What follows belongs to an exercise in optimizing a design on an open flow for small area, a short achievable clock period and few clock cycles per item; a production flow would make more cautious choices. At most, simulation tests tie the RTL to the original design; equivalence was not proved. The RTL of runs 1, 2 and 4 to 7 was laid out without a check of its function. Power is estimated from default activity; no workload was simulated.

==> design/flow/design.v <==
module S00_AXI
#(
	  parameter integer AXI_DATA_WIDTH	= 32
	, parameter integer AXI_ADDR_WIDTH	= 8
	, parameter integer AXI_REGS_COUNT	= 20
)
(
	  input  logic                              AXI_ACLK
	, input  logic                              AXI_ARESETN
	, input  logic [AXI_ADDR_WIDTH - 1 : 0]     AXI_AWADDR
	, input  logic                              AXI_AWVALID
	, output logic                              AXI_AWREADY
	, input  logic [AXI_DATA_WIDTH - 1 : 0]     AXI_WDATA
	, input  logic [(AXI_DATA_WIDTH/8)-1 : 0]   AXI_WSTRB
	, input  logic                              AXI_WVALID
	, output logic                              AXI_WREADY
	, output logic [1 : 0]                      AXI_BRESP
	, output logic                              AXI_BVALID
	, input  logic                              AXI_BREADY
	, input  logic [AXI_ADDR_WIDTH - 1 : 0]     AXI_ARADDR
	, input  logic                              AXI_ARVALID
	, output logic                              AXI_ARREADY
	, output logic [AXI_DATA_WIDTH - 1 : 0]     AXI_RDATA
	, output logic [1 : 0]                      AXI_RRESP
	, output logic                              AXI_RVALID
	, input  logic                              AXI_RREADY
);
	localparam integer NBYTES = AXI_DATA_WIDTH/8;
	assign AXI_AWREADY = 1'b1;
	assign AXI_WREADY  = 1'b1;
	assign AXI_ARREADY = 1'b1;
	assign AXI_BRESP   = 2'b00;
	assign AXI_RRESP   = 2'b00;
	logic rst_q;
	always_ff @(posedge AXI_ACLK) rst_q <= ~AXI_ARESETN;
	logic                          aw_got, w_got, commit, bvalid;
	logic [4:0]                    waddr;
	logic [AXI_DATA_WIDTH - 1 : 0] wdata;
	logic [NBYTES - 1 : 0]         wstrb;
	logic aw_ok, w_ok;
	assign aw_ok = aw_got | AXI_AWVALID;
	assign w_ok  = w_got  | AXI_WVALID;
	always_ff @(posedge AXI_ACLK)
	begin
		if (!AXI_ARESETN)
		begin
			aw_got <= 1'b0;
			w_got  <= 1'b0;
			commit <= 1'b0;
			bvalid <= 1'b0;
		end
		else
		begin
			aw_got <= aw_ok & ~w_ok;
			w_got  <= w_ok & ~aw_ok;
			commit <= aw_ok & w_ok;
			bvalid <= bvalid ? ~AXI_BREADY : (aw_ok & w_ok);
		end
	end
	always_ff @(posedge AXI_ACLK)
	begin
		if (!aw_got) waddr <= AXI_AWADDR[6:2];
		if (!w_got)
		begin
			wdata <= AXI_WDATA;
			wstrb <= AXI_WSTRB;
		end
	end
	assign AXI_BVALID = bvalid;
	logic [AXI_DATA_WIDTH - 1 : 0] regs [AXI_REGS_COUNT];
	logic [AXI_DATA_WIDTH - 1 : 0] wdata_z;
	assign wdata_z = wdata & {AXI_DATA_WIDTH{~rst_q}};
	genvar r, b;
	generate
		for (r = 0; r < AXI_REGS_COUNT; r = r + 1)
		begin : g_row
			for (b = 0; b < NBYTES; b = b + 1)
			begin : g_byte
				logic ld;
				assign ld = rst_q | (commit & (waddr == r) & wstrb[b]);
				always_ff @(posedge AXI_ACLK)
					if (ld) regs[r][b*8 +: 8] <= wdata_z[b*8 +: 8];
			end
		end
	endgenerate
	logic                          rvalid;
	logic [AXI_DATA_WIDTH - 1 : 0] rdata;
	logic [4:0]                    ridx;
	always_ff @(posedge AXI_ACLK)
	begin
		if (!AXI_ARESETN) rvalid <= 1'b0;
		else              rvalid <= rvalid ? ~AXI_RREADY : AXI_ARVALID;
	end
	assign ridx = AXI_ARADDR[6:2];
	always_ff @(posedge AXI_ACLK)
		if (!rvalid) rdata <= (ridx < AXI_REGS_COUNT) ? regs[ridx] : '0;
	assign AXI_RDATA  = rdata;
	assign AXI_RVALID = rvalid;
endmodule
module TopModule
#(
      parameter integer   AXI_DATA_WIDTH	  = 32
    , parameter integer   AXI_ADDR_WIDTH	  = 8
)
(
    input  logic                              clk
  , input  logic                              areset_n
  , input  logic [AXI_ADDR_WIDTH - 1 : 0]     S00_AXI_AWADDR
  , input  logic                              S00_AXI_AWVALID
  , output logic                              S00_AXI_AWREADY
  , input  logic [AXI_DATA_WIDTH - 1 : 0]     S00_AXI_WDATA
  , input  logic [(AXI_DATA_WIDTH/8)-1 : 0]   S00_AXI_WSTRB
  , input  logic                              S00_AXI_WVALID
  , output logic                              S00_AXI_WREADY
  , output logic [1 : 0]                      S00_AXI_BRESP
  , output logic                              S00_AXI_BVALID
  , input  logic                              S00_AXI_BREADY
  , input  logic [AXI_ADDR_WIDTH - 1 : 0]     S00_AXI_ARADDR
  , input  logic                              S00_AXI_ARVALID
  , output logic                              S00_AXI_ARREADY
  , output logic [AXI_DATA_WIDTH - 1 : 0]     S00_AXI_RDATA
  , output logic [1 : 0]                      S00_AXI_RRESP
  , output logic                              S00_AXI_RVALID
  , input  logic                              S00_AXI_RREADY
);
  S00_AXI
  #(
      .AXI_DATA_WIDTH(AXI_DATA_WIDTH)
    , .AXI_ADDR_WIDTH(AXI_ADDR_WIDTH)
    , .AXI_REGS_COUNT(20)
  )
  axi_slave
  (
      .AXI_ACLK(        clk)
    , .AXI_ARESETN(     areset_n)
    , .AXI_AWADDR(      S00_AXI_AWADDR)
    , .AXI_AWVALID(     S00_AXI_AWVALID)
    , .AXI_AWREADY(     S00_AXI_AWREADY)
    , .AXI_WDATA(       S00_AXI_WDATA)
    , .AXI_WSTRB(       S00_AXI_WSTRB)
    , .AXI_WVALID(      S00_AXI_WVALID)
    , .AXI_WREADY(      S00_AXI_WREADY)
    , .AXI_BRESP(       S00_AXI_BRESP)
    , .AXI_BVALID(      S00_AXI_BVALID)
    , .AXI_BREADY(      S00_AXI_BREADY)
    , .AXI_ARADDR(      S00_AXI_ARADDR)
    , .AXI_ARVALID(     S00_AXI_ARVALID)
    , .AXI_ARREADY(     S00_AXI_ARREADY)
    , .AXI_RDATA(       S00_AXI_RDATA)
    , .AXI_RRESP(       S00_AXI_RRESP)
    , .AXI_RVALID(      S00_AXI_RVALID)
    , .AXI_RREADY(      S00_AXI_RREADY)
  );
endmodule
==> design/flow/run.sh <==
#!/bin/bash
# synth_recipe.tcl (not shown) runs the flow's synth.tcl, then flattens the netlist and writes it again
# the make line also repeats each setting of config.mk as NAME=value (left out here)
make -C /OpenROAD-flow-scripts/flow DESIGN_CONFIG=/design/flow/config.mk WORK_HOME=/design/flow/orfs CLKGATE_MAP_FILE= SYNTH_SCRIPT=/design/flow/synth_recipe.tcl finish
==> design/flow/config.mk <==
export PLATFORM = sky130hd
export DESIGN_NAME = TopModule
export DESIGN_NICKNAME = TopModule
export VERILOG_FILES = /design/flow/design.v
export SDC_FILE = /design/flow/constraint.sdc
export NUM_CORES = 4
export LEC_CHECK = 0
export CAP_MARGIN = 20
export CORE_MARGIN = 2
export CORE_UTILIZATION = 60
export SETUP_SLACK_MARGIN = 2.5
export SLEW_MARGIN = 20
==> design/flow/constraint.sdc <==
create_clock -name core_clock -period 4.5 [get_ports {clk}]
set_input_delay 0.9000 -clock core_clock [delete_from_list [all_inputs] [get_ports {clk}]]
set_output_delay 0.9000 -clock core_clock [all_outputs]
set_load 0.01 [all_outputs]
==> flow_summary_export.csv, run 1 <==
group,metric,value,unit
global_route,grt_use_total,42.1,%
global_route,grt-ovfl-total,0,
place,io_buffers,86,
sta,hold_violations,0,
logic_synthesis,syn_avg_cell_area,16.7,um^2
cts,htreeDepth,3,
setup_path,required,4.84,ns
setup_path,cp.arrival,2.62,ns
cts,clock_latency,0.62,ns
floorplanning,initial_core_util,60.9,%
layout,area_delta_synth_final,30.3,%
sta,rsz0062_at_grt,"true",
routing,routed_wl,107000,um
min_path,worst_hold_path_type,"reg -> reg",
flow_run,maxCapViolCount,0,
power_and_ir_drop,powerDensity,417,nW/um^2
logic_synthesis,seq_area_frac_synth,76.0,%
layout,postLayoutCellArea,36900,um^2
floorplanning,dieArea,49000,um^2
place,globalplace.congestion,0.903,
logic_synthesis,netlist_area,28300,um^2
cts,clock-sinks,719,
routing,dr.pass1.iters,6,
logic_synthesis,synthArstFlopShare,0,%
logic_synthesis,synth.top_cell.area_share,75.6,%
floorplanning,die_x,221,um
routing,viasPerCell,7.33,
layout,num-fill-cells,2411,
setup_path,worst-setup-path-type,"in -> reg",
logic_synthesis,yosysMostFrequentCell,"edfxtp_1",
setup_path,crit_fanout,23,
layout,drive_gt1_share,37.3,%
routing,wl_per_cell,39.5,um
floorplanning,fp.dieH,221,um
layout,final_nets,2120,
floorplanning,ios,100,
global_route,grt_pass1_vias,18500,
logic_synthesis,synth_cell_types,73,
cts,cts-hold-fix-buffers,0,
sta,finalMaxSlewViolations,0,
global_route,grt_pass1_wl,141000,um
sta,period_minus_slack,2.28,ns
routing,drc,0,
cts,root_buffer,"clkbuf_16",
cts,clk_pin_slew,0.06,ns
place,dp.cells,2330,
layout,layout.cells.non_filler,2715,
sta,setup_viol,0,
setup_path,endpoint_kind,"flip-flop",
cts,cts_buffers,71,
routing,antenna_left,0,
power_and_ir_drop,ir_worst_vdd,0.350,mV
outcome,status,"complete, no violations",
cts,cts_tree,"yes",
sta,max_freq,439,MHz
logic_synthesis,yosys.area.top_type,"edfxtp_1",
cts,cts_buffer_depth,3,
logic_synthesis,yosysWarnings,2,
global_route,antenna_found_initial,3,
sta,setup-tns-final,0,ns
logic_synthesis,synth-seq-cells,719,
place,dpl.hpwl,52900,um
logic_synthesis,synth_edf_count,713,
sta,fin_crit_sh,50.6,%
logic_synthesis,postSynthCellCount,1695,
place,pre_cts_ws,0.756,ns
logic_synthesis,ys.flop_type,"edfxtp_1",
logic_synthesis,netlist_top_cells_count,"713 x edfxtp_1, 127 x a22oi_1, 91 x a21o_1",
setup_path,start_kind,"input port",
sta,setup_slack,2.22,ns
place,place_area,29800,um^2
routing,drt_iter0_drc,3379,
global_route,grt_max_degree,42,
routing,dr_total_vias,19900,
sta,skew,0.0323,ns
floorplanning,core_area,46600,um^2
floorplanning,row_count,79,
sta,tightest_slew,1.10,ns
power_and_ir_drop,leakagePower,13.5,nW
sta,slew_headroom,26.5,%
logic_synthesis,synthTopCellsByArea,"edfxtp_1 76%, a22oi_1 3.4%, a21o_1 2.4%, mux2i_1 2.0%, a21oi_1 1.1%",
==> power breakdown <==
part	switching, mW	internal [mW]	leakage [nW]	total (mW)
clock network	2.54	3.25	1.05	5.78
registers	0.179	7.91	7.32	8.09
logic	0.934	0.585	5.10	1.52
==> kinds of logic after synthesis <==
logic type,Yosys count,share of synthesized area [%]
other cells,2,0.0265
flops,719,76.0
compound gates,467,12.1
simple gates,303,6.42
mux,74,2.74
buf+inv,130,2.68
==> state kept, by name, indices dropped and copies added, names as in the netlist <==
name              count
axi_slave.regs      640
axi_slave.rst_q       1
axi_slave.wdata      32
axi_slave.bvalid      1
axi_slave.waddr       5
axi_slave.wstrb       4
axi_slave.commit      1
axi_slave.rvalid      1
axi_slave.aw_got      1
axi_slave.w_got       1
axi_slave.rdata      32
==> timing repair <==
action	4_1_cts	5_1_grt
pin swaps	103	101
cloned	22	2
gates resized for setup	533	138
setup buffers	178	63
setup endpoints to repair	1077	627
==> path summary, 6_finish.rpt <==
path / to / slack, ns / start / cells after the start
max: axi_slave.rdata[12]$_SDFFCE_PP0N_ / 2.22 / S00_AXI_ARADDR[6] / 8
max reg2reg: axi_slave.regs[19][24]$_DFFE_PP_ / 2.38 / axi_slave.rst_q$_DFF_P_ / 2
min: axi_slave.w_got$_SDFF_PN0_ / 0.50 / axi_slave.aw_got$_SDFF_PN0_ / 1
min reg2reg: axi_slave.w_got$_SDFF_PN0_ / 0.50 / axi_slave.aw_got$_SDFF_PN0_ / 1
==> area by class of cell <==
type                       count  area [um^2]  share of cell area, %
antenna                        2         5.00                 0.0136
clock buffer                  92         1940                   5.25
clock inverter                26          220                  0.596
inverter                       9         41.3                  0.112
multi-input combinational    856         7780                   21.1
sequential                   719        21500                   58.3
tap                          607          759                   2.06
timing repair buffer         404         4640                   12.6
==> layout by cell type, fill, tap and decap left out, types with 22 or more instances in the layout <==
cell / n
a21o_2: 31
a21o_4: 49
a21oi_1: 51
a22o_1: 23
a22oi_1: 86
a22oi_2: 41
buf_12: 56
buf_2: 33
buf_4: 178
buf_6: 50
clkbuf_16: 75
clkdlybuf4s50_1: 47
edfxtp_1: 713
mux2i_1: 55
nand2_1: 22
nand3_1: 35
nand4_1: 30
nor2_1: 35
nor2_4: 31
nor2b_2: 23
o21ai_0: 26
==> critical path: stages <==
cell and delay (ns):
buf_16 0.13, buf_8 0.14, buf_12 0.13, nor3_4 0.47
nand2_2 0.13, buf_6 0.23, o21a_1 0.24, o31a_1 0.15
==> through the flow <==
stage | total power [mW] | hold slack (ns) | utilization [%]
finish | 15.4 | 0.496 | 79.3
floorplan | 8.73 | 0.438 | -
global route | 15.6 | 0.524 | 79.3
global placement | 9.22 | 0.463 | 64.0
CTS | 15.1 | 0.484 | 76.5
detailed placement | 9.25 | 0.483 | 64.0
==> layer usage <==
| metal | track usage, % | vias to the layer above | share of wire, % |
|---|---|---|---|
| met5 | 0 | - | 0.023 |
| met4 | 23.7 | 4 | 7.8 |
| met3 | 16.1 | 548 | 17 |
| met2 | 60.6 | 2052 | 42 |
| met1 | 55.4 | 9695 | 33 |
| li1 | - | 7608 | - |
==> run 2: changes to the inputs <==
--- a/design/flow/config.mk
+++ b/design/flow/config.mk
@@ -9,3 +9,3 @@
 export CORE_MARGIN = 2
-export CORE_UTILIZATION = 60
+export CORE_UTILIZATION = 40
 export SETUP_SLACK_MARGIN = 2.5
==> flow_summary_export.csv, run 2 <==
group,metric,value,unit
floorplanning,core_area,70000,um^2
sta,setup_viol,0,
sta,setup-tns-final,0,ns
cts,root_buffer,"clkbuf_16",
sta,rsz0062_at_grt,"true",
floorplanning,dieArea,73000,um^2
layout,final_nets,2141,
power_and_ir_drop,leakagePower,13.7,nW
layout,area_delta_synth_final,33.2,%
setup_path,required,4.97,ns
logic_synthesis,synth.top_cell.area_share,75.6,%
routing,drt_iter0_drc,3339,
routing,antenna_left,0,
sta,max_freq,451,MHz
layout,regMostFlops,"axi_slave.regs",
routing,dr_total_vias,19600,
sta,period_minus_slack,2.22,ns
setup_path,start_kind,"input port",
logic_synthesis,ys.flop_type,"edfxtp_1",
logic_synthesis,synth_cell_types,73,
logic_synthesis,synthTopCellsByArea,"edfxtp_1 76%, a22oi_1 3.4%, a21o_1 2.4%, mux2i_1 2.0%, a21oi_1 1.1%",
global_route,grt_pass1_wl,142000,um
setup_path,cp_slowest_cell,"nor2b_4",
sta,hold_violations,0,
outcome,status,"complete, no violations",
routing,viasPerCell,6.38,
floorplanning,fp.dieH,270,um
cts,clock-sinks,719,
layout,multi_input_area,7670,um^2
floorplanning,ios,100,
flow_run,maxCapViolCount,0,
sta,fin_crit_sh,49.2,%
routing,drc,0,
logic_synthesis,synthArstFlopShare,0,%
place,dpl.hpwl,56500,um
global_route,antenna_found_initial,3,
routing,dr.pass1.iters,6,
setup_path,cpLargestDelayFamily,"simple AND/OR/NAND/NOR gates",
layout,largest_register_ffs,640,
floorplanning,die_x,270,um
logic_synthesis,synth-seq-cells,719,
global_route,grt_pass1_vias,18500,
routing,wl_per_cell,34.7,um
logic_synthesis,yosys.area.top_type,"edfxtp_1",
layout,drive_gt1_share,37.9,%
setup_path,cp_cell_sequence,"buf_16 > buf_4 > nor2b_4 > buf_6 > nand2_1 > o2bb2ai_1 > nor4_2 > a21oi_2",
place,io_buffers,86,
floorplanning,initial_core_util,40.5,%
setup_path,path_buf_inv,3,
setup_path,crit_fanout,8,
sta,slew_headroom,24.9,%
cts,htreeDepth,3,
logic_synthesis,netlist_top_cells_count,"713 x edfxtp_1, 127 x a22oi_1, 91 x a21o_1",
min_path,worst_hold_path_type,"reg -> reg",
cts,clock_latency,0.64,ns
cts,cts_buffers,74,
setup_path,cp.arrival,2.69,ns
place,globalplace.congestion,0.893,
setup_path,endpoint_kind,"flip-flop",
sta,tightest_slew,1.13,ns
logic_synthesis,syn_avg_cell_area,16.7,um^2
layout,layout_commonest_cell,"edfxtp_1",
cts,cts_buffer_depth,3,
logic_synthesis,synth_edf_count,713,
layout,postLayoutCellArea,37700,um^2
layout,top_regs,"axi_slave.regs (640), axi_slave.rdata (32), axi_slave.wdata (32)",
logic_synthesis,postSynthCellCount,1695,
layout,num-fill-cells,5315,
sta,finalMaxSlewViolations,0,
sta,skew,0.0372,ns
cts,cts-hold-fix-buffers,0,
layout,seqCellArea,21500,um^2
logic_synthesis,seq_area_frac_synth,76.0,%
cts,clk_pin_slew,0.06,ns
cts,cts_tree,"yes",
routing,routed_wl,107000,um
power_and_ir_drop,ir_worst_vdd,0.258,mV
setup_path,cpPeakStageDelay,0.38,ns
global_route,grt-ovfl-total,0,
setup_path,worst-setup-path-type,"in -> reg",
layout,layout_common_cells,"713 x edfxtp_1, 193 x buf_4, 81 x a22oi_1, 81 x clkbuf_16, 58 x buf_12",
logic_synthesis,yosysMostFrequentCell,"edfxtp_1",
logic_synthesis,netlist_area,28300,um^2
global_route,grt_use_total,28.0,%
floorplanning,row_count,97,
power_and_ir_drop,powerDensity,416,nW/um^2
logic_synthesis,yosysWarnings,2,
global_route,grt_max_degree,41,
place,place_area,30400,um^2
run 2: cell counts after synthesis:
No cell type changed its count.
run 2: final cells by class:
| type | instances | share of cell area [%] |
|---|---|---|
| diodes | 1 | 0.00663 |
| clock buffers | 105 | 5.61 |
| clock inverters | 28 | 0.604 |
| inverters | 9 | 0.103 |
| multi-input cells | 851 | 20.3 |
| flip-flops and latches | 719 | 57.1 |
| well taps | 940 | 3.12 |
| repair buffers | 427 | 13.1 |
run 2: cell families (layout without fill, tap and decap cells):
family / count (synthesis) / after routing / share of synthesized area [%]
and+or+nand+nor: 303 / 303 / 6.42
other: 2 / 8 / 0.0265
AOI/OAI and AO/OA: 467 / 467 / 12.1
DFF: 719 / 719 / 76.0
buffers and inverters: 130 / 569 / 2.68
muxes: 74 / 74 / 2.74
run 2: routing by layer:
metal  part of all wire, %  wire, um  vias to the layer above  track usage [%]
met3                    14     15300                      416             9.66
met2                    43     46200                     1741             41.0
li1                      -         -                     7650                -
met1                    36     38300                     9837             35.9
met5                 0.012        13                        -                0
met4                   6.6      7090                        2             16.5
run 2: final timing paths:
path,startpoint,cells after the start,slack [ns],to
setup / recovery,S00_AXI_ARADDR[2],8,2.28,axi_slave.rdata[17]$_SDFFCE_PP0N_
hold / removal,axi_slave.aw_got$_SDFF_PN0_,1,0.50,axi_slave.w_got$_SDFF_PN0_
setup reg to reg,axi_slave.waddr[4]$_DFFE_PN_,6,2.41,axi_slave.regs[2][22]$_DFFE_PP_
hold reg to reg,axi_slave.aw_got$_SDFF_PN0_,1,0.50,axi_slave.w_got$_SDFF_PN0_
run 2: stage by stage:
stage	instances	power [mW]	setup WS (ns)	utilization, %	hold WS, ns
floorplan	1700	8.73	2.12	-	0.438
global placement	2678	9.24	0.609	43.4	0.460
detailed placement	2678	9.28	0.612	43.4	0.475
CTS	3012	15.5	2.30	51.9	0.482
global route	3079	16.0	2.28	53.9	0.509
finish	3080	15.7	2.28	53.9	0.497
run 2: power breakdown:
| part | internal (mW) | switching (mW) | total (mW) |
|---|---|---|---|
| Combinational | 0.596 | 0.921 | 1.52 |
| Sequential | 7.91 | 0.170 | 8.08 |
| Clock | 3.50 | 2.59 | 6.09 |
| Total | 12.0 | 3.68 | 15.7 |
run 2: what timing repair did:
action                                  4_1_cts  5_1_grt
resized for setup                           517      149
pin swaps                                   104      104
endpoints found under the hold margin         0        0
gates cloned                                 19        0
buffers inserted                            182       67
endpoints found under the setup margin     1126      696
==> run 3: changes to the inputs <==
--- a/design/flow/design.v
+++ b/design/flow/design.v
@@ -86,4 +86,3 @@
 	logic                          rvalid;
-	logic [AXI_DATA_WIDTH - 1 : 0] rdata;
-	logic [4:0]                    ridx;
+	logic [AXI_REGS_COUNT - 1 : 0] rsel;
 	always_ff @(posedge AXI_ACLK)
@@ -93,6 +92,13 @@
 	end
-	assign ridx = AXI_ARADDR[6:2];
 	always_ff @(posedge AXI_ACLK)
-		if (!rvalid) rdata <= (ridx < AXI_REGS_COUNT) ? regs[ridx] : '0;
-	assign AXI_RDATA  = rdata;
+	begin
+		for (integer i = 0; i < AXI_REGS_COUNT; i = i + 1)
+			if (!rvalid) rsel[i] <= (AXI_ARADDR[6:2] == i);
+	end
+	always_comb
+	begin
+		AXI_RDATA = '0;
+		for (integer i = 0; i < AXI_REGS_COUNT; i = i + 1)
+			AXI_RDATA = AXI_RDATA | ({AXI_DATA_WIDTH{rsel[i]}} & regs[i]);
+	end
 	assign AXI_RVALID = rvalid;
--- a/design/flow/config.mk
+++ b/design/flow/config.mk
@@ -10,3 +10,2 @@
 export CORE_UTILIZATION = 40
-export SETUP_SLACK_MARGIN = 2.5
 export SLEW_MARGIN = 20
==> flow_summary_export.csv, run 3 <==
group,metric,value,unit
setup_path,endpoint_kind,"output pin",
setup_path,rr_startpoint,"axi_slave.waddr[3]$_DFFE_PN_",
logic_synthesis,synth_top_family_by_area,"compound AO/OA/AOI/OAI gates",
power_and_ir_drop,swShare,22.7,%
routing,viasPerCell,5.90,
logic_synthesis,synth_xor_area_share,0,%
sta,slew_headroom,33.8,%
global_route,grt_pass1_wl,96400,um
cts,cts-hold-fix-buffers,0,
routing,antenna_left,0,
sta,setup_viol,0,
global_route,grt_pass1_vias,13900,
power_and_ir_drop,p_clk_share,37.9,%
setup_path,crit_fanout,32,
logic_synthesis,synth_edf_count,701,
logic_synthesis,postSynthCellCount,1375,
outcome,status,"complete, no violations",
setup_path,cp.depth,6,
routing,drc,0,
routing,wl_per_cell,28.7,um
flow_run,maxCapViolCount,0,
logic_synthesis,synth.top_cell.area_share,80.8,%
layout,layout_commonest_cell,"edfxtp_1",
global_route,grt_max_degree,69,
floorplanning,die_x,259,um
logic_synthesis,seq_area_frac_synth,81.2,%
layout,drive_gt1_share,10.6,%
layout,top_regs,"axi_slave.regs (640), axi_slave.wdata (32), axi_slave.rsel (20)",
power_and_ir_drop,p_total,14.5,mW
routing,dr.pass1.iters,5,
sta,setup_slack,0.593,ns
global_route,grt-ovfl-total,0,
routing,dr_total_vias,14100,
setup_path,required,3.60,ns
global_route,grt_use_total,20.2,%
setup_path,cp_slowest_cell,"a221oi_1",
sta,finalMaxSlewViolations,0,
cts,root_buffer,"clkbuf_16",
floorplanning,ios,100,
place,globalplace.congestion,0.767,
min_path,min_to,"axi_slave.w_got$_SDFF_PN0_",
layout,final_nets,1542,
logic_synthesis,synth-compound-area-share,13.0,%
cts,clk_pin_slew,0.06,ns
min_path,worstHoldStart,"axi_slave.aw_got$_SDFF_PN0_",
cts,cts_resized,0,
logic_synthesis,yosys.area.top_type,"edfxtp_1",
floorplanning,core_area,64500,um^2
power_and_ir_drop,p_comb_share,7.7,%
setup_path,path_buf_inv,2,
min_path,hold_depth,1,
logic_synthesis,yosysMostFrequentCell,"edfxtp_1",
layout,regMostFlops,"axi_slave.regs",
logic_synthesis,synthMuxAreaShare,0.0432,%
cts,post-cts-setup-buffers,0,
logic_synthesis,synthArstFlopShare,0,%
setup_path,cpPeakStageDelay,0.52,ns
sta,skew,0.0250,ns
setup_path,rrSetupSlack,1.75,ns
cts,cts_buffer_depth,3,
logic_synthesis,netlist_area,26100,um^2
power_and_ir_drop,p_sw,3.31,mW
setup_path,start_kind,"flip-flop",
logic_synthesis,synthSimpleGateAreaFrac,3.65,%
sta,max_freq,256,MHz
sta,hold_violations,0,
floorplanning,initial_core_util,40.4,%
layout,antenna_cells,0,
power_and_ir_drop,intPower,11.2,mW
setup_path,cp.arrival,3.01,ns
power_and_ir_drop,powerDensity,485,nW/um^2
setup_path,cp_cell_sequence,"buf_4 > a22o_1 > a221oi_1 > and3_1 > nand4_1 > clkdlybuf4s50_1",
layout,postLayoutCellArea,30000,um^2
routing,routed_wl,68600,um
cts,clock-sinks,707,
floorplanning,row_count,93,
floorplanning,dieArea,67200,um^2
sta,fin_crit_sh,86.8,%
power_and_ir_drop,share_seq_of_total_power,54.4,%
sta,setup-tns-final,0,ns
cts,cts_tree,"yes",
power_and_ir_drop,ir_worst_vdd,0.252,mV
layout,area_delta_synth_final,15.1,%
setup_path,cpLargestDelayFamily,"buffers and inverters",
cts,htreeDepth,3,
logic_synthesis,ys.flop_type,"edfxtp_1",
min_path,worst_hold_path_type,"reg -> reg",
sta,period_minus_slack,3.91,ns
cts,cts_buffers,70,
layout,largest_register_ffs,640,
setup_path,worst-setup-path-type,"reg -> out",
routing,drt_iter0_drc,1805,
place,place_area,27800,um^2
logic_synthesis,netlist_top_cells_count,"701 x edfxtp_1, 126 x a22o_1, 121 x a221oi_1",
layout,layout_common_cells,"701 x edfxtp_1, 126 x a22o_1, 121 x a221oi_1",
floorplanning,fp.dieH,259,um
place,io_buffers,86,
cts,clock_latency,0.62,ns
place,dpl.hpwl,37800,um
logic_synthesis,syn_avg_cell_area,19.0,um^2
logic_synthesis,synthAdderAreaFrac,0,%
logic_synthesis,synth_cell_types,33,
sta,rsz0062_at_grt,"false",
power_and_ir_drop,leakagePower,10.5,nW
sta,tightest_slew,0.992,ns
logic_synthesis,synthTopCellsByArea,"edfxtp_1 81%, a22o_1 4.2%, a221oi_1 4.1%, a21o_1 2.3%, a22oi_1 1.8%",
setup_path,rr_worst_depth,4,
global_route,antenna_found_initial,0,
logic_synthesis,synth-seq-cells,707,
place,pre_cts_ws,1.03,ns
logic_synthesis,yosysWarnings,2,
setup_path,reg2reg_to,"axi_slave.regs[16][12]$_DFFE_PP_",
==> run 3: final cells by class <==
| class | instances | area, um^2 |
|---|---|---|
| clock buffers | 94 | 1950 |
| clock inverters | 29 | 179 |
| fillers | 5381 | 34500 |
| inverters | 4 | 16.3 |
| multi-input cells | 580 | 4430 |
| flip-flops and latches | 707 | 21200 |
| well taps | 855 | 1070 |
| repair buffers | 120 | 1170 |
==> run 3: through the flow <==
stage,util (%),hold WS [ns],instances
after global placement,43.1,0.463,2265
after CTS,46.4,0.488,2388
after detailed placement,43.1,0.469,2265
final,46.5,0.480,2389
after global routing,46.5,0.513,2389
after floorplan,-,0.438,1380
==> run 3: logic make-up (layout without fill, tap and decap cells) <==
kind of cell,Yosys count,in the layout
AND/OR/NAND/NOR,169,169
other,2,7
flip-flops,707,707
buffers and inverters,93,247
multiplexers,1,1
AO/OA/AOI/OAI,403,403
==> run 3: worst max path at each step <==
stage | slack, ns | startpoint | endpoint
after global routing | 0.47 | axi_slave.rsel[7]$_DFFE_PN_ | S00_AXI_RDATA[0]
final | 0.59 | axi_slave.rsel[3]$_DFFE_PN_ | S00_AXI_RDATA[27]
after floorplan | 2.30 | axi_slave.rsel[6]$_DFFE_PN_ | S00_AXI_RDATA[10]
after global placement | 1.05 | axi_slave.rsel[2]$_DFFE_PN_ | S00_AXI_RDATA[28]
after CTS | 0.35 | axi_slave.rsel[2]$_DFFE_PN_ | S00_AXI_RDATA[28]
after detailed placement | 1.03 | axi_slave.rsel[2]$_DFFE_PN_ | S00_AXI_RDATA[28]
==> run 3: layer usage <==
layer / part of all wire (%) / GRT usage (%) / vias to the layer above
met1: 42 / 27.9 / 7270
li1: - / - / 6009
met4: 3.1 / 7.60 / 0
met3: 8.5 / 4.51 / 114
met2: 46 / 31.5 / 701
met5: 0 / 0 / -
==> run 3: power by group through the flow <==
stage | clock network, mW | registers, mW | logic, mW
3_5_place_dp | 0 | 8.06 | 1.12
4_1_cts | 5.55 | 7.92 | 1.12
3_3_place_gp | 0 | 8.03 | 1.10
5_1_grt | 5.80 | 7.95 | 1.19
6_report | 5.51 | 7.91 | 1.12
2_1_floorplan | 0 | 7.98 | 0.623
Testbench counts of run 3, summed over its fixed seeds: cycles 6,400, items 3,200.
==> run 4: changes to the inputs <==
--- a/design/flow/design.v
+++ b/design/flow/design.v
@@ -36,3 +36,3 @@
 	logic                          aw_got, w_got, commit, bvalid;
-	logic [4:0]                    waddr;
+	logic [AXI_REGS_COUNT - 1 : 0] wrow;
 	logic [AXI_DATA_WIDTH - 1 : 0] wdata;
@@ -61,3 +61,5 @@
 	begin
-		if (!aw_got) waddr <= AXI_AWADDR[6:2];
+		if (!aw_got)
+			for (integer i = 0; i < AXI_REGS_COUNT; i = i + 1)
+				wrow[i] <= (AXI_AWADDR[6:2] == i);
 		if (!w_got)
@@ -79,3 +81,3 @@
 				logic ld;
-				assign ld = rst_q | (commit & (waddr == r) & wstrb[b]);
+				assign ld = rst_q | (wrow[r] & commit & wstrb[b]);
 				always_ff @(posedge AXI_ACLK)
@@ -86,3 +88,3 @@
 	logic                          rvalid;
-	logic [AXI_REGS_COUNT - 1 : 0] rsel;
+	logic [AXI_DATA_WIDTH - 1 : 0] rdata;
 	always_ff @(posedge AXI_ACLK)
@@ -92,13 +94,12 @@
 	end
-	always_ff @(posedge AXI_ACLK)
-	begin
-		for (integer i = 0; i < AXI_REGS_COUNT; i = i + 1)
-			if (!rvalid) rsel[i] <= (AXI_ARADDR[6:2] == i);
-	end
+	logic [AXI_DATA_WIDTH - 1 : 0] rnext;
 	always_comb
 	begin
-		AXI_RDATA = '0;
+		rnext = '0;
 		for (integer i = 0; i < AXI_REGS_COUNT; i = i + 1)
-			AXI_RDATA = AXI_RDATA | ({AXI_DATA_WIDTH{rsel[i]}} & regs[i]);
+			rnext = rnext | ({AXI_DATA_WIDTH{AXI_ARADDR[6:2] == i}} & regs[i]);
 	end
+	always_ff @(posedge AXI_ACLK)
+		if (!rvalid) rdata <= rnext;
+	assign AXI_RDATA  = rdata;
 	assign AXI_RVALID = rvalid;
--- a/design/flow/config.mk
+++ b/design/flow/config.mk
@@ -9,3 +9,4 @@
 export CORE_MARGIN = 2
-export CORE_UTILIZATION = 40
+export CORE_UTILIZATION = 50
+export SETUP_SLACK_MARGIN = 1.8
 export SLEW_MARGIN = 20
==> flow_summary_export.csv, run 4 <==
group,metric,value,unit
global_route,grt_pass1_wl,115000,um
cts,cts_tree,"yes",
routing,routed_wl,83500,um
setup_path,worst-setup-path-type,"in -> reg",
place,io_buffers,86,
layout,top_regs,"axi_slave.regs (640), axi_slave.rdata (32), axi_slave.wdata (32)",
setup_path,endpoint_kind,"flip-flop",
cts,clock-sinks,734,
global_route,antenna_found_initial,3,
logic_synthesis,synthArstFlopShare,0,%
routing,wl_met1,34100,um
floorplanning,row_count,87,
logic_synthesis,synthTopCellsByArea,"edfxtp_1 78%, a22oi_1 3.7%, a31o_2 2.5%, mux2i_1 2.3%, buf_6 1.1%",
cts,cts-hold-fix-buffers,0,
layout,layout_commonest_cell,"edfxtp_1",
sta,fin_crit_sh,59.3,%
sta,slew_headroom,32.0,%
min_path,worstHoldStart,"axi_slave.w_got$_SDFF_PN0_",
cts,cts_buffer_depth,3,
sta,setup_slack,1.83,ns
logic_synthesis,netlist_top_cells_count,"728 x edfxtp_1, 137 x a22oi_1, 80 x a31o_2",
cts,root_buffer,"clkbuf_16",
setup_path,crit_start,"S00_AXI_ARADDR[6]",
outcome,status,"complete, no violations",
routing,viasPerCell,6.46,
cts,clk_pin_slew,0.06,ns
power_and_ir_drop,leakagePower,11.3,nW
routing,dr_total_vias,16300,
sta,hold_violations,0,
layout,finish.utilization,57.9,%
global_route,grt-ovfl-total,0,
routing,drc,0,
floorplanning,fp.dieH,241,um
routing,wl_per_cell,33.1,um
routing,route.met2.wl,38200,um
routing,antenna_left,0,
sta,skew,0.0208,ns
sta,period_minus_slack,2.67,ns
logic_synthesis,yosysMostFrequentCell,"edfxtp_1",
setup_path,crit_fanout,10,
logic_synthesis,yosys.area.top_type,"edfxtp_1",
min_path,worst_hold_path_type,"reg -> reg",
setup_path,start_kind,"input port",
power_and_ir_drop,powerDensity,470,nW/um^2
layout,num-fill-cells,4177,
layout,drive_gt1_share,20.8,%
place,dpl.hpwl,49800,um
flow_run,maxCapViolCount,0,
floorplanning,initial_core_util,50.3,%
logic_synthesis,synth_edf_count,728,
logic_synthesis,postSynthCellCount,1559,
place,globalplace.congestion,0.852,
logic_synthesis,yosysWarnings,2,
global_route,grt_max_degree,81,
logic_synthesis,netlist_area,28200,um^2
global_route,grt_use_total,29.1,%
place,pre_cts_ws,0.498,ns
logic_synthesis,seq_area_frac_synth,78.0,%
sta,finalMaxSlewViolations,0,
sta,rsz0062_at_grt,"false",
power_and_ir_drop,ir_worst_vdd,0.237,mV
power_and_ir_drop,p_total,15.3,mW
setup_path,cp.arrival,3.13,ns
global_route,grt_pass1_vias,15200,
floorplanning,ios,100,
sta,max_freq,374,MHz
layout,largest_register_ffs,640,
cts,cts_buffers,75,
floorplanning,dieArea,58300,um^2
sta,setup_viol,0,
setup_path,required,4.96,ns
cts,htreeDepth,3,
floorplanning,die_x,241,um
logic_synthesis,synth.top_cell.area_share,77.6,%
logic_synthesis,synth_cell_types,67,
logic_synthesis,syn_avg_cell_area,18.1,um^2
layout,regMostFlops,"axi_slave.regs",
cts,clock_latency,0.62,ns
floorplanning,core_area,56100,um^2
logic_synthesis,ys.flop_type,"edfxtp_1",
routing,drt_iter0_drc,2501,
routing,dr.pass1.iters,6,
layout,final_nets,1769,
routing,dr_wl_met3,8080,um
sta,tightest_slew,1.02,ns
sta,setup-tns-final,0,ns
logic_synthesis,synth-seq-cells,734,
setup_path,rr_startpoint,"axi_slave.rst_q$_DFF_P_",
layout,antenna_cells,0,
layout,area_delta_synth_final,15.3,%
routing,top_layer,"met5",
layout,layout_common_cells,"728 x edfxtp_1, 137 x a22oi_1, 81 x clkdlybuf4s50_1",
-- run 4: changes by cell type in the layout (fill, tap and decap cells not counted), moves of 27 or more --
cell      before  now
a31o_2         0   80
a22o_1       126   32
mux2i_1        0   65
edfxtp_1     701  728
a21o_1        80    2
buf_4         29   79
a22oi_1       64  137
a221oi_1     121   33
-- run 4: power by group --
group	total, mW	leakage (nW)	switching (mW)	internal [mW]
sequential	8.26	7.51	0.168	8.09
clock	6.02	1.13	2.55	3.46
combinational	0.985	2.69	0.656	0.329
total	15.3	11.3	3.38	11.9
-- run 4: cell families after synthesis --
group                  share of synthesized area (%)
and+or+nand+nor                                 5.37
muxes                                           3.15
other                                         0.0267
DFF                                             78.0
buffers and inverters                           2.62
AOI/OAI and AO/OA                               10.8
-- run 4: final timing paths --
check	endpoint	slack, ns	depth (start not counted)
hold / removal	axi_slave.aw_got$_SDFF_PN0_	0.50	1
hold reg to reg	axi_slave.aw_got$_SDFF_PN0_	0.50	1
setup reg to reg	axi_slave.regs[19][20]$_DFFE_PP_	1.93	2
setup / recovery	axi_slave.rdata[27]$_DFFE_PN_	1.83	7
-- run 4: worst max-delay path, stage by stage --
cell and delay (ns):
clkdlybuf4s15_2 0.32, nand3b_4 0.37, nor2_2 0.77, buf_4 0.35, a22oi_1 0.12, nand4_1 0.12, nand4b_1 0.17
-- run 4: routing by layer --
metal	up-vias	global-route usage, %
li1	6735	-
met5	-	0
met1	8423	42.0
met3	163	5.41
met4	8	11.5
met2	952	44.3
-- run 4: metrics by stage --
stage	cells	hold slack (ns)	cell area, um^2
after floorplan	1564	0.438	28200
after global placement	2375	0.475	29900
after detailed placement	2375	0.484	29900
after CTS	2518	0.494	32400
after global routing	2519	0.542	32500
final	2519	0.498	32500
-- run 4: timing repair --
action                                  in CTS  in global routing
resized for setup                           19                  4
buffers inserted                            13                  0
pin swaps                                    4                  0
endpoints found under the setup margin      32                  9
-- run 4: cell type report --
type                            instances  area (um^2)  share of cell area (%)
Tap cell                              756          946                    2.91
Sequential cell                       734        22000                    67.7
Clock inverter                         32          280                   0.863
Multi-Input combinational cell        721         5590                    17.2
Timing Repair Buffer                  174         1630                    5.00
Clock buffer                           98         2040                    6.27
Inverter                                4         16.3                  0.0501
==> run 5: changes to the inputs <==
--- a/design/flow/config.mk
+++ b/design/flow/config.mk
@@ -10,3 +10,3 @@
 export CORE_UTILIZATION = 50
-export SETUP_SLACK_MARGIN = 1.8
+export SETUP_SLACK_MARGIN = 2.3
 export SLEW_MARGIN = 20
==> flow_summary_export.csv, run 5 <==
group,metric,value,unit
logic_synthesis,postSynthCellCount,1559,
flow_run,maxCapViolCount,0,
floorplanning,row_count,87,
setup_path,path_buf_inv,2,
logic_synthesis,synth_top_family_by_area,"compound AO/OA/AOI/OAI gates",
power_and_ir_drop,leakagePower,11.9,nW
setup_path,cp_slowest_cell,"a221oi_1",
layout,area_delta_synth_final,19.2,%
sta,skew,0.0212,ns
setup_path,cpLargestDelayFamily,"simple AND/OR/NAND/NOR gates",
power_and_ir_drop,powerDensity,461,nW/um^2
floorplanning,dieArea,58300,um^2
cts,cts_tree,"yes",
global_route,antenna_found_initial,4,
setup_path,crit_fanout,11,
setup_path,cp.arrival,2.56,ns
cts,clock-sinks,734,
routing,wl_per_cell,33.8,um
setup_path,cp_cell_sequence,"clkbuf_4 > buf_12 > and3b_1 > nand2_4 > o22ai_1 > a221oi_1 > nand4_1",
logic_synthesis,netlist_top_cells_count,"728 x edfxtp_1, 137 x a22oi_1, 80 x a31o_2",
routing,drt_iter0_drc,2507,
layout,top_regs,"axi_slave.regs (640), axi_slave.rdata (32), axi_slave.wdata (32)",
sta,fin_crit_sh,49.6,%
logic_synthesis,ys.flop_type,"edfxtp_1",
floorplanning,fp.dieH,241,um
min_path,worst_hold_path_type,"reg -> reg",
global_route,grt_pass1_vias,15700,
setup_path,worst-setup-path-type,"in -> reg",
routing,dr.pass1.iters,5,
sta,setup-tns-final,0,ns
floorplanning,ios,100,
routing,drc,0,
logic_synthesis,synthArstFlopShare,0,%
setup_path,start_kind,"input port",
layout,final_nets,1812,
power_and_ir_drop,p_total,15.5,mW
floorplanning,core_area,56100,um^2
routing,route.met2.wl,39200,um
cts,clock_latency,0.62,ns
logic_synthesis,synthTopCellsByArea,"edfxtp_1 78%, a22oi_1 3.7%, a31o_2 2.5%, mux2i_1 2.3%, buf_6 1.1%",
sta,period_minus_slack,2.23,ns
sta,slew_headroom,37.6,%
place,place_area,29900,um^2
logic_synthesis,yosys.area.top_type,"edfxtp_1",
place,globalplace.congestion,0.858,
sta,hold_violations,0,
layout,regMostFlops,"axi_slave.regs",
logic_synthesis,synthMuxAreaShare,3.15,%
routing,viasPerCell,6.45,
logic_synthesis,synth.top_cell.area_share,77.6,%
setup_path,reg2reg_to,"axi_slave.regs[12][29]$_DFFE_PP_",
logic_synthesis,yosysWarnings,2,
routing,antenna_left,0,
logic_synthesis,syn_avg_cell_area,18.1,um^2
outcome,status,"complete, no violations",
cts,cts_buffers,74,
logic_synthesis,synthSimpleGateAreaFrac,5.37,%
cts,clk_pin_slew,0.06,ns
cts,htreeDepth,3,
setup_path,rr_worst_depth,2,
floorplanning,initial_core_util,50.3,%
setup_path,rrSetupSlack,2.43,ns
cts,root_buffer,"clkbuf_16",
global_route,grt-ovfl-total,0,
setup_path,endpoint_kind,"flip-flop",
sta,rsz0062_at_grt,"true",
setup_path,cpPeakStageDelay,0.39,ns
sta,finalMaxSlewViolations,0,
cts,cts_buffer_depth,3,
routing,wl_met1,35000,um
logic_synthesis,synth-seq-cells,734,
logic_synthesis,synth-compound-area-share,10.8,%
min_path,hold_depth,1,
setup_path,crit_start,"S00_AXI_ARADDR[5]",
global_route,grt_max_degree,81,
setup_path,required,4.82,ns
layout,drive_gt1_share,24.6,%
min_path,min_to,"axi_slave.aw_got$_SDFF_PN0_",
cts,cts-hold-fix-buffers,0,
logic_synthesis,synth_edf_count,728,
routing,dr_wl_met3,8680,um
routing,top_layer,"met5",
routing,routed_wl,86800,um
layout,layout_commonest_cell,"edfxtp_1",
min_path,worstHoldStart,"axi_slave.w_got$_SDFF_PN0_",
place,dpl.hpwl,49900,um
setup_path,rr_startpoint,"axi_slave.rst_q$_DFF_P_",
sta,max_freq,448,MHz
logic_synthesis,synthAdderAreaFrac,0,%
sta,tightest_slew,0.933,ns
place,io_buffers,86,
logic_synthesis,synth_xor_area_share,0,%
logic_synthesis,netlist_area,28200,um^2
layout,postLayoutCellArea,33600,um^2
global_route,grt_use_total,30.2,%
logic_synthesis,synth_cell_types,67,
global_route,grt_pass1_wl,119000,um
routing,dr_total_vias,16600,
logic_synthesis,seq_area_frac_synth,78.0,%
power_and_ir_drop,ir_worst_vdd,0.271,mV
logic_synthesis,yosysMostFrequentCell,"edfxtp_1",
sta,setup_viol,0,
layout,largest_register_ffs,640,
layout,layout_common_cells,"728 x edfxtp_1, 120 x a22oi_1, 84 x buf_4",
floorplanning,die_x,241,um
-- run 5: cell counts after synthesis --
Identical to the previous run, type by type.
-- run 5: cells by family (layout without fill, tap and decap cells) --
group / after synthesis / after routing
AOI/OAI and AO/OA: 381 / 381
buffers and inverters: 109 / 355
DFF: 734 / 734
muxes: 83 / 83
other: 2 / 8
and+or+nand+nor: 250 / 252
-- run 5: per-layer routing --
layer | track usage [%] | up-vias
li1 | - | 6832
met1 | 43.1 | 8521
met2 | 45.5 | 1024
met3 | 5.87 | 195
met4 | 13.7 | 4
met5 | 0 | -
-- run 5: worst max path at each step --
stage                                    end  slack (ns)  cells past startpoint
2_1_floorplan  axi_slave.rdata[21]$_DFFE_PN_        2.11                      8
3_3_place_gp    axi_slave.rdata[7]$_DFFE_PN_        0.71                      8
5_1_grt         axi_slave.rdata[9]$_DFFE_PN_        2.27                     10
3_5_place_dp    axi_slave.rdata[7]$_DFFE_PN_        0.73                      8
4_1_cts        axi_slave.rdata[25]$_DFFE_PN_        2.22                      8
6_report       axi_slave.rdata[17]$_DFFE_PN_        2.27                      7
-- run 5: layout make-up --
class	count	area, um^2
Antenna cell	1	2.50
Clock buffer	103	2160
Clock inverter	32	265
Fill cell	4147	22500
Inverter	4	16.3
Multi-Input combinational cell	723	5830
Sequential cell	734	22000
Tap cell	756	946
Timing Repair Buffer	216	2360
-- run 5: repair_timing --
action / CTS / global route
pin swaps: 16 / 17
hold endpoints to repair: 0 / 0
cloned: 5 / 0
resized for setup: 109 / 36
endpoints found under the setup margin: 474 / 30
setup buffers: 42 / 19
-- run 5: stage by stage --
stage	utilization, %	hold slack [ns]	setup WS (ns)	std cells
after detailed placement	53.4	0.492	0.729	2366
after global placement	53.4	0.474	0.715	2366
final	59.9	0.512	2.27	2569
after global routing	59.9	0.549	2.27	2568
after floorplan	-	0.438	2.11	1564
after CTS	59.0	0.501	2.22	2548
-- run 5: where the power goes --
group          total, mW  leakage (nW)  switching, mW  internal [mW]
sequential          8.26          7.51          0.168           8.09
combinational       1.05          3.20          0.694          0.358
clock               6.17          1.18           2.54           3.63
==> run 6: changes to the inputs <==
--- a/design/flow/design.v
+++ b/design/flow/design.v
@@ -33,8 +33,6 @@
 	assign AXI_RRESP   = 2'b00;
-	logic rst_q;
-	always_ff @(posedge AXI_ACLK) rst_q <= ~AXI_ARESETN;
 	logic                          aw_got, w_got, commit, bvalid;
 	logic [AXI_REGS_COUNT - 1 : 0] wrow;
+	logic [NBYTES - 1 : 0]         wstrb;
 	logic [AXI_DATA_WIDTH - 1 : 0] wdata;
-	logic [NBYTES - 1 : 0]         wstrb;
 	logic aw_ok, w_ok;
@@ -48,3 +46,2 @@
 			w_got  <= 1'b0;
-			commit <= 1'b0;
 			bvalid <= 1'b0;
@@ -55,3 +52,2 @@
 			w_got  <= w_ok & ~aw_ok;
-			commit <= aw_ok & w_ok;
 			bvalid <= bvalid ? ~AXI_BREADY : (aw_ok & w_ok);
@@ -59,17 +55,26 @@
 	end
+	assign AXI_BVALID = bvalid;
 	always_ff @(posedge AXI_ACLK)
 	begin
-		if (!aw_got)
-			for (integer i = 0; i < AXI_REGS_COUNT; i = i + 1)
-				wrow[i] <= (AXI_AWADDR[6:2] == i);
-		if (!w_got)
+		if (!AXI_ARESETN)
 		begin
-			wdata <= AXI_WDATA;
-			wstrb <= AXI_WSTRB;
+			commit <= 1'b1;
+			wrow   <= '1;
+			wstrb  <= '1;
+			wdata  <= '0;
+		end
+		else
+		begin
+			commit <= aw_ok & w_ok;
+			if (!aw_got)
+				for (integer i = 0; i < AXI_REGS_COUNT; i = i + 1)
+					wrow[i] <= (AXI_AWADDR[6:2] == i);
+			if (!w_got)
+			begin
+				wstrb <= AXI_WSTRB;
+				wdata <= AXI_WDATA;
+			end
 		end
 	end
-	assign AXI_BVALID = bvalid;
 	logic [AXI_DATA_WIDTH - 1 : 0] regs [AXI_REGS_COUNT];
-	logic [AXI_DATA_WIDTH - 1 : 0] wdata_z;
-	assign wdata_z = wdata & {AXI_DATA_WIDTH{~rst_q}};
 	genvar r, b;
@@ -80,6 +85,4 @@
 			begin : g_byte
-				logic ld;
-				assign ld = rst_q | (wrow[r] & commit & wstrb[b]);
 				always_ff @(posedge AXI_ACLK)
-					if (ld) regs[r][b*8 +: 8] <= wdata_z[b*8 +: 8];
+					if (commit & wrow[r] & wstrb[b]) regs[r][b*8 +: 8] <= wdata[b*8 +: 8];
 			end
@@ -97,8 +100,7 @@
 	begin
-		rnext = '0;
+		rnext = {AXI_DATA_WIDTH{rvalid}} & rdata;
 		for (integer i = 0; i < AXI_REGS_COUNT; i = i + 1)
-			rnext = rnext | ({AXI_DATA_WIDTH{AXI_ARADDR[6:2] == i}} & regs[i]);
+			rnext = rnext | ({AXI_DATA_WIDTH{~rvalid & (AXI_ARADDR[6:2] == i)}} & regs[i]);
 	end
-	always_ff @(posedge AXI_ACLK)
-		if (!rvalid) rdata <= rnext;
+	always_ff @(posedge AXI_ACLK) rdata <= rnext;
 	assign AXI_RDATA  = rdata;
--- a/design/flow/config.mk
+++ b/design/flow/config.mk
@@ -10,3 +10,3 @@
 export CORE_UTILIZATION = 50
-export SETUP_SLACK_MARGIN = 2.3
+export SETUP_SLACK_MARGIN = 2.6
 export SLEW_MARGIN = 20
==> flow_summary_export.csv, run 6 <==
group,metric,value,unit
layout,largest_register_ffs,640,
floorplanning,initial_core_util,50.4,%
layout,area_delta_synth_final,22.8,%
routing,viasPerCell,6.31,
routing,drt_iter0_drc,2106,
global_route,grt-ovfl-total,0,
cts,cts_tree,"yes",
logic_synthesis,synthArstFlopShare,0,%
power_and_ir_drop,powerDensity,467,nW/um^2
cts,htreeDepth,3,
sta,setup_viol,0,
setup_path,reg2reg_to,"axi_slave.rdata[10]$_DFF_P_",
layout,top_regs,"axi_slave.regs (640), axi_slave.rdata (32), axi_slave.wdata (32)",
layout,layout_commonest_cell,"edfxtp_1",
logic_synthesis,synth_cell_types,58,
sta,finalMaxSlewViolations,0,
setup_path,rr_startpoint,"axi_slave.rvalid$_SDFF_PN0_",
floorplanning,fp.dieH,239,um
sta,skew,0.0270,ns
sta,max_freq,458,MHz
layout,layout_common_cells,"640 x edfxtp_1, 94 x mux2i_1, 90 x buf_4",
routing,wl_per_cell,31.5,um
floorplanning,ios,100,
logic_synthesis,syn_avg_cell_area,17.1,um^2
sta,period_minus_slack,2.18,ns
logic_synthesis,synth.top_cell.area_share,69.3,%
floorplanning,row_count,86,
floorplanning,die_x,239,um
global_route,grt_use_total,29.9,%
cts,cts-hold-fix-buffers,0,
routing,drc,0,
setup_path,worst-setup-path-type,"reg -> reg",
place,dpl.hpwl,50000,um
logic_synthesis,netlist_area,27700,um^2
floorplanning,core_area,55000,um^2
setup_path,required,5.07,ns
logic_synthesis,synthTopCellsByArea,"edfxtp_1 69%, dfxtp_1 6.7%, mux2i_1 3.4%, a22oi_1 2.7%, mux4_2 2.4%",
cts,clock_latency,0.63,ns
cts,clk_pin_slew,0.07,ns
global_route,grt_pass1_vias,16500,
setup_path,cp_common_cell,"buf_12",
setup_path,endpoint_kind,"flip-flop",
sta,rsz0062_at_grt,"true",
setup_path,setup.worst_path.end,"axi_slave.rdata[10]$_DFF_P_",
setup_path,crit_fanout,11,
sta,slew_headroom,38.3,%
power_and_ir_drop,ir_worst_vdd,0.313,mV
cts,cts_buffer_depth,3,
logic_synthesis,netlist_top_cells_count,"640 x edfxtp_1, 99 x a22oi_1, 94 x mux2i_1",
min_path,worst_hold_path_type,"reg -> reg",
routing,antenna_left,0,
logic_synthesis,postSynthCellCount,1620,
layout,final_nets,1906,
setup_path,cp.arrival,2.75,ns
power_and_ir_drop,leakagePower,11.9,nW
layout,antenna_cells,0,
routing,routed_wl,83800,um
sta,fin_crit_sh,48.5,%
layout,finish.utilization,61.9,%
logic_synthesis,yosysMostFrequentCell,"edfxtp_1",
global_route,grt_pass1_wl,119000,um
outcome,status,"complete, no violations",
logic_synthesis,synth-seq-cells,733,
cts,clock-sinks,733,
layout,regMostFlops,"axi_slave.regs",
place,globalplace.congestion,0.837,
logic_synthesis,ys.flop_type,"edfxtp_1",
place,io_buffers,86,
setup_path,cp_cell_sequence,"buf_6 > buf_12 > or4_4 > buf_8 > buf_12 > nor2_4 > buf_12 > a221oi_1 > and3_1 > nand4_1",
layout,drive_gt1_share,26.7,%
sta,hold_violations,0,
setup_path,cp_slowest_cell,"or4_4",
routing,dr.pass1.iters,5,
cts,cts_buffers,75,
routing,dr_total_vias,16800,
global_route,grt_max_degree,81,
setup_path,rrSetupSlack,2.32,ns
logic_synthesis,yosys.area.top_type,"edfxtp_1",
sta,setup-tns-final,0,ns
logic_synthesis,synth_edf_count,640,
floorplanning,dieArea,57300,um^2
cts,root_buffer,"clkbuf_16",
global_route,antenna_found_initial,2,
setup_path,start_kind,"flip-flop",
setup_path,cpPeakStageDelay,0.50,ns
flow_run,maxCapViolCount,0,
logic_synthesis,yosysWarnings,2,
logic_synthesis,seq_area_frac_synth,76.0,%
setup_path,rr_worst_depth,10,
sta,tightest_slew,0.925,ns
setup_path,crit_start,"axi_slave.rvalid$_SDFF_PN0_",
==> run 6: cell count changes in the layout (fill, tap and decap cells not counted), sizes merged, moves of 29 or more <==
cell    delta
buf       +70
and3      +71
a22oi     -40
mux2i     +29
dfxtp     +87
a31o      -80
edfxtp    -88
==> run 6: timing repair <==
item                       in CTS  in global routing
buffers inserted               87                 15
pin swaps                      63                 31
setup endpoints to repair     674                180
gates cloned                   10                  0
resized for setup             377                 40
==> run 6: layout make-up <==
| type | instances | area, um^2 |
|---|---|---|
| clock buffers | 112 | 2130 |
| clock inverters | 28 | 310 |
| fillers | 3990 | 21000 |
| inverters | 3 | 15.0 |
| multi-input cells | 782 | 6580 |
| flip-flops and latches | 733 | 21200 |
| well taps | 748 | 936 |
| repair buffers | 252 | 2900 |
==> run 6: critical path: cells and delay by family (launching register included) <==
kind,cells,cell delay [ns]
simple gates,4,0.92
compound gates,1,0.09
flops,1,0.36
buf+inv,5,0.72
==> run 6: kinds of logic after synthesis <==
family,synth area share [%]
multiplexers,7.62
buffers and inverters,1.98
other,0.0271
AND/OR/NAND/NOR,6.36
flip-flops,76.0
AO/OA/AOI/OAI,7.96
==> run 6: how the worst min path moves through the flow <==
| stage | start | end | slack, ns | cells past startpoint |
|---|---|---|---|---|
| floorplan | axi_slave.regs[16][14]$_DFFE_PP_ | axi_slave.rdata[14]$_DFF_P_ | 0.43 | 2 |
| global placement | axi_slave.regs[16][14]$_DFFE_PP_ | axi_slave.rdata[14]$_DFF_P_ | 0.45 | 2 |
| detailed placement | axi_slave.regs[5][0]$_DFFE_PP_ | axi_slave.rdata[0]$_DFF_P_ | 0.46 | 2 |
| CTS | axi_slave.regs[5][0]$_DFFE_PP_ | axi_slave.rdata[0]$_DFF_P_ | 0.47 | 2 |
| global route | axi_slave.regs[5][30]$_DFFE_PP_ | axi_slave.rdata[30]$_DFF_P_ | 0.50 | 2 |
| finish | axi_slave.regs[5][0]$_DFFE_PP_ | axi_slave.rdata[0]$_DFF_P_ | 0.47 | 2 |
==> run 6: stage by stage <==
stage                     instance area, um^2  cells  hold WS, ns  total power, mW  setup WS (ns)
after floorplan                         27900   1625        0.432             8.97           2.08
after global placement                  29600   2406        0.448             9.57          0.721
after detailed placement                29600   2406        0.456             9.61          0.709
after CTS                               33800   2643        0.472             15.9           2.35
after global routing                    34000   2658        0.497             16.3           2.28
final                                   34000   2658        0.471             15.9           2.32
==> run 6: power by group <==
part,internal [mW],total [mW],switching (mW)
Clock,3.63,6.21,2.59
Combinational,0.529,1.27,0.745
Sequential,8.05,8.39,0.345
==> run 6: metal layers <==
metal / up-vias / GRT usage [%] / part of all wire [%]
met5: - / 0 / 0.0096
met1: 8636 / 41.8 / 41
met3: 190 / 7.23 / 10
met4: 2 / 12.1 / 4.0
li1: 7027 / - / -
met2: 926 / 45.4 / 45
==> run 7: changes to the inputs <==
--- a/design/flow/config.mk
+++ b/design/flow/config.mk
@@ -10,3 +10,3 @@
 export CORE_UTILIZATION = 50
-export SETUP_SLACK_MARGIN = 2.6
+export SETUP_SLACK_MARGIN = 2.3
 export SLEW_MARGIN = 20
==> flow_summary_export.csv, run 7 <==
group,metric,value,unit
outcome,status,"complete, no violations",
layout,layout.cells.non_filler,2596,
power_and_ir_drop,powerDensity,473,nW/um^2
sta,rsz0062_at_grt,"true",
cts,htreeDepth,3,
global_route,use_met3,6.17,%
logic_synthesis,synth.top_cell.area_share,69.3,%
flow_run,maxCapViolCount,0,
logic_synthesis,synthMuxAreaShare,7.62,%
layout,finish.utilization,59.6,%
layout,antenna_cells,0,
cts,cts_tree,"yes",
sta,setup_slack,2.20,ns
logic_synthesis,yosysWarnings,2,
sta,hold_violations,0,
setup_path,required,3.60,ns
setup_path,rrSetupSlack,2.22,ns
sta,whs,0.461,ns
layout,regMostFlops,"axi_slave.regs",
place,place_area,29600,um^2
global_route,grt_pass1_wl,115000,um
global_route,grt_max_degree,81,
routing,drt_iter0_drc,2063,
place,globalplace.congestion,0.839,
power_and_ir_drop,ir_worst_vdd,0.272,mV
setup_path,cp.arrival,1.40,ns
cts,root_buffer,"clkbuf_16",
logic_synthesis,syn_avg_cell_area,17.1,um^2
logic_synthesis,synthSimpleGateAreaFrac,6.36,%
place,dpl.hpwl,49300,um
floorplanning,row_count,86,
setup_path,crit_fanout,6,
logic_synthesis,synth_top_family_by_area,"compound AO/OA/AOI/OAI gates",
floorplanning,core_area,55000,um^2
logic_synthesis,synth-compound-area-share,7.96,%
logic_synthesis,netlist_top_cells_count,"640 x edfxtp_1, 99 x a22oi_1, 94 x mux2i_1",
global_route,grt-ovfl-total,0,
cts,clk_pin_slew,0.06,ns
logic_synthesis,synthArstFlopShare,0,%
sta,fin_crit_sh,51.1,%
routing,viasPerCell,6.34,
setup_path,rr_startpoint,"axi_slave.rvalid$_SDFF_PN0_",
floorplanning,dieArea,57300,um^2
layout,final_nets,1847,
logic_synthesis,synth_xor_area_share,0,%
floorplanning,initial_core_util,50.4,%
logic_synthesis,yosysMostFrequentCell,"edfxtp_1",
layout,layout_commonest_cell,"edfxtp_1",
sta,setup-tns-final,0,ns
min_path,worst_hold_path_type,"reg -> reg",
global_route,grt_use_total,29.0,%
min_path,worstHoldStart,"axi_slave.regs[16][14]$_DFFE_PP_",
logic_synthesis,ys.flop_type,"edfxtp_1",
cts,cts_buffer_depth,3,
logic_synthesis,netlist_area,27700,um^2
sta,period_minus_slack,2.30,ns
setup_path,start_kind,"flip-flop",
logic_synthesis,seq_area_frac_synth,76.0,%
layout,seqCellArea,21100,um^2
setup_path,worst-setup-path-type,"reg -> out",
global_route,antenna_found_initial,1,
power_and_ir_drop,leakagePower,11.5,nW
setup_path,rr_worst_depth,8,
setup_path,endpoint_kind,"output pin",
logic_synthesis,synthAdderAreaFrac,0,%
global_route,gr-usage-met1,40.2,%
layout,area_delta_synth_final,18.2,%
place,io_buffers,86,
layout,num-fill-cells,4141,
min_path,min_to,"axi_slave.rdata[14]$_DFF_P_",
global_route,grt_pass1_vias,15900,
setup_path,reg2reg_to,"axi_slave.rdata[19]$_DFF_P_",
layout,drive_gt1_share,18.6,%
floorplanning,die_x,239,um
logic_synthesis,synthTopCellsByArea,"edfxtp_1 69%, dfxtp_1 6.7%, mux2i_1 3.4%, a22oi_1 2.7%, mux4_2 2.4%",
layout,largest_register_ffs,640,
sta,setup_viol,0,
sta,finalMaxSlewViolations,0,
floorplanning,fp.dieH,239,um
routing,dr.pass1.iters,5,
logic_synthesis,synth-seq-cells,733,
layout,top_regs,"axi_slave.regs (640), axi_slave.rdata (32), axi_slave.wdata (32)",
global_route,met2_usage,45.8,%
cts,clock_latency,0.62,ns
logic_synthesis,synth_cell_types,58,
cts,clock-sinks,733,
layout,layout_common_cells,"640 x edfxtp_1, 97 x a22oi_1, 94 x mux2i_1",
sta,skew,0.0247,ns
place,pre_cts_ws,0.697,ns
layout,postLayoutCellArea,32800,um^2
sta,tightest_slew,0.885,ns
floorplanning,ios,100,
logic_synthesis,yosys.area.top_type,"edfxtp_1",
routing,wl_per_cell,32.1,um
routing,antenna_left,0,
global_route,top_usage_layer,"met2",
place,dp.cells,2406,
logic_synthesis,synth_edf_count,640,
min_path,hold_depth,2,
power_and_ir_drop,p_total,15.5,mW
cts,cts_buffers,74,
routing,routed_wl,83200,um
sta,max_freq,435,MHz
layout,multi_input_area,6320,um^2
routing,dr_total_vias,16500,
sta,slew_headroom,40.9,%
routing,drc,0,
logic_synthesis,postSynthCellCount,1620,
run 7: cell counts after synthesis:
Identical to the previous run, type by type.
run 7: cell type report:
cell class | count | share of cell area [%]
Multi-Input combinational cell | 781 | 19.3
Clock inverter | 11 | 0.252
Tap cell | 748 | 2.86
Clock buffer | 125 | 6.86
Sequential cell | 733 | 64.4
Inverter | 3 | 0.0344
Timing Repair Buffer | 195 | 6.34
run 7: critical path: stages, from the launching register on:
cell             delay [ns]
dfxtp_4                0.41
buf_12                 0.14
clkdlybuf4s15_1        0.24
run 7: worst max path at each step:
stage          depth (start not counted)                   startpoint                     endpoint
2_1_floorplan                          6            S00_AXI_ARADDR[2]  axi_slave.rdata[25]$_DFF_P_
3_3_place_gp                           6            S00_AXI_ARADDR[6]  axi_slave.rdata[10]$_DFF_P_
3_5_place_dp                           6            S00_AXI_ARADDR[6]  axi_slave.rdata[19]$_DFF_P_
4_1_cts                                2  axi_slave.rvalid$_SDFF_PN0_               S00_AXI_RVALID
5_1_grt                                2  axi_slave.rvalid$_SDFF_PN0_               S00_AXI_RVALID
6_report                               2  axi_slave.rvalid$_SDFF_PN0_               S00_AXI_RVALID
run 7: power by group:
group | total, mW | internal (mW) | switching, mW
clock network | 5.97 | 3.46 | 2.52
logic | 1.17 | 0.446 | 0.728
registers | 8.36 | 8.04 | 0.325
run 7: cell families after synthesis:
logic type / after synthesis
AO/OA/AOI/OAI: 289
buffers and inverters: 113
flip-flops: 733
multiplexers: 168
other: 2
AND/OR/NAND/NOR: 315
run 7: repair_timing:
item | in CTS | in global routing
gates resized for setup | 105 | 30
cloned | 4 | 5
setup buffers | 27 | 18
pin swaps | 9 | 7
hold buffers | 0 | 0
setup endpoints to repair | 74 | 28
run 7: layer usage:
metal	part of all wire (%)	up-vias
met5	0	-
met3	10	171
met4	3.1	0
met2	47	936
met1	40	8463
li1	-	6880

[port drivers added, routing unchanged]
In the flow no input, the clock included, has a driving cell. The finished layouts below were timed again as built, in two steps.
Step 1 assumes that a clkbuf_16 drives the clock port and a buf_2 every other input.
Step 2 also shifts input and output timing later by t, the mid clock arrival at the registers, as if the neighbouring blocks saw the same clock.
Three values: no drivers, after step 1, after step 2; two values: the first two.
run | shift t [ns] | setup WS [ns] | pins driven straight from the clock port
run 1 | 0.672 | 2.222 / 2.026 / 1.354 | 1
run 2 | 0.691 | 2.284 / 2.068 / 1.377 | 1
run 3 | 0.667 | 0.593 / 0.530 / 1.197 | 1
run 4 | 0.665 | 1.830 / 1.868 / 1.202 | 1
run 5 | 0.672 | 2.268 / 2.127 / 1.455 | 1
run 6 | 0.681 | 2.318 / 2.259 / 1.578 | 1
run 7 | 0.669 | 2.203 / 2.130 / 1.461 | 1
After both steps setup and hold are still met in every run listed. The setup slack of run 2, which loses most, moves by -0.216 ns with the drivers and by -0.907 ns with both steps.
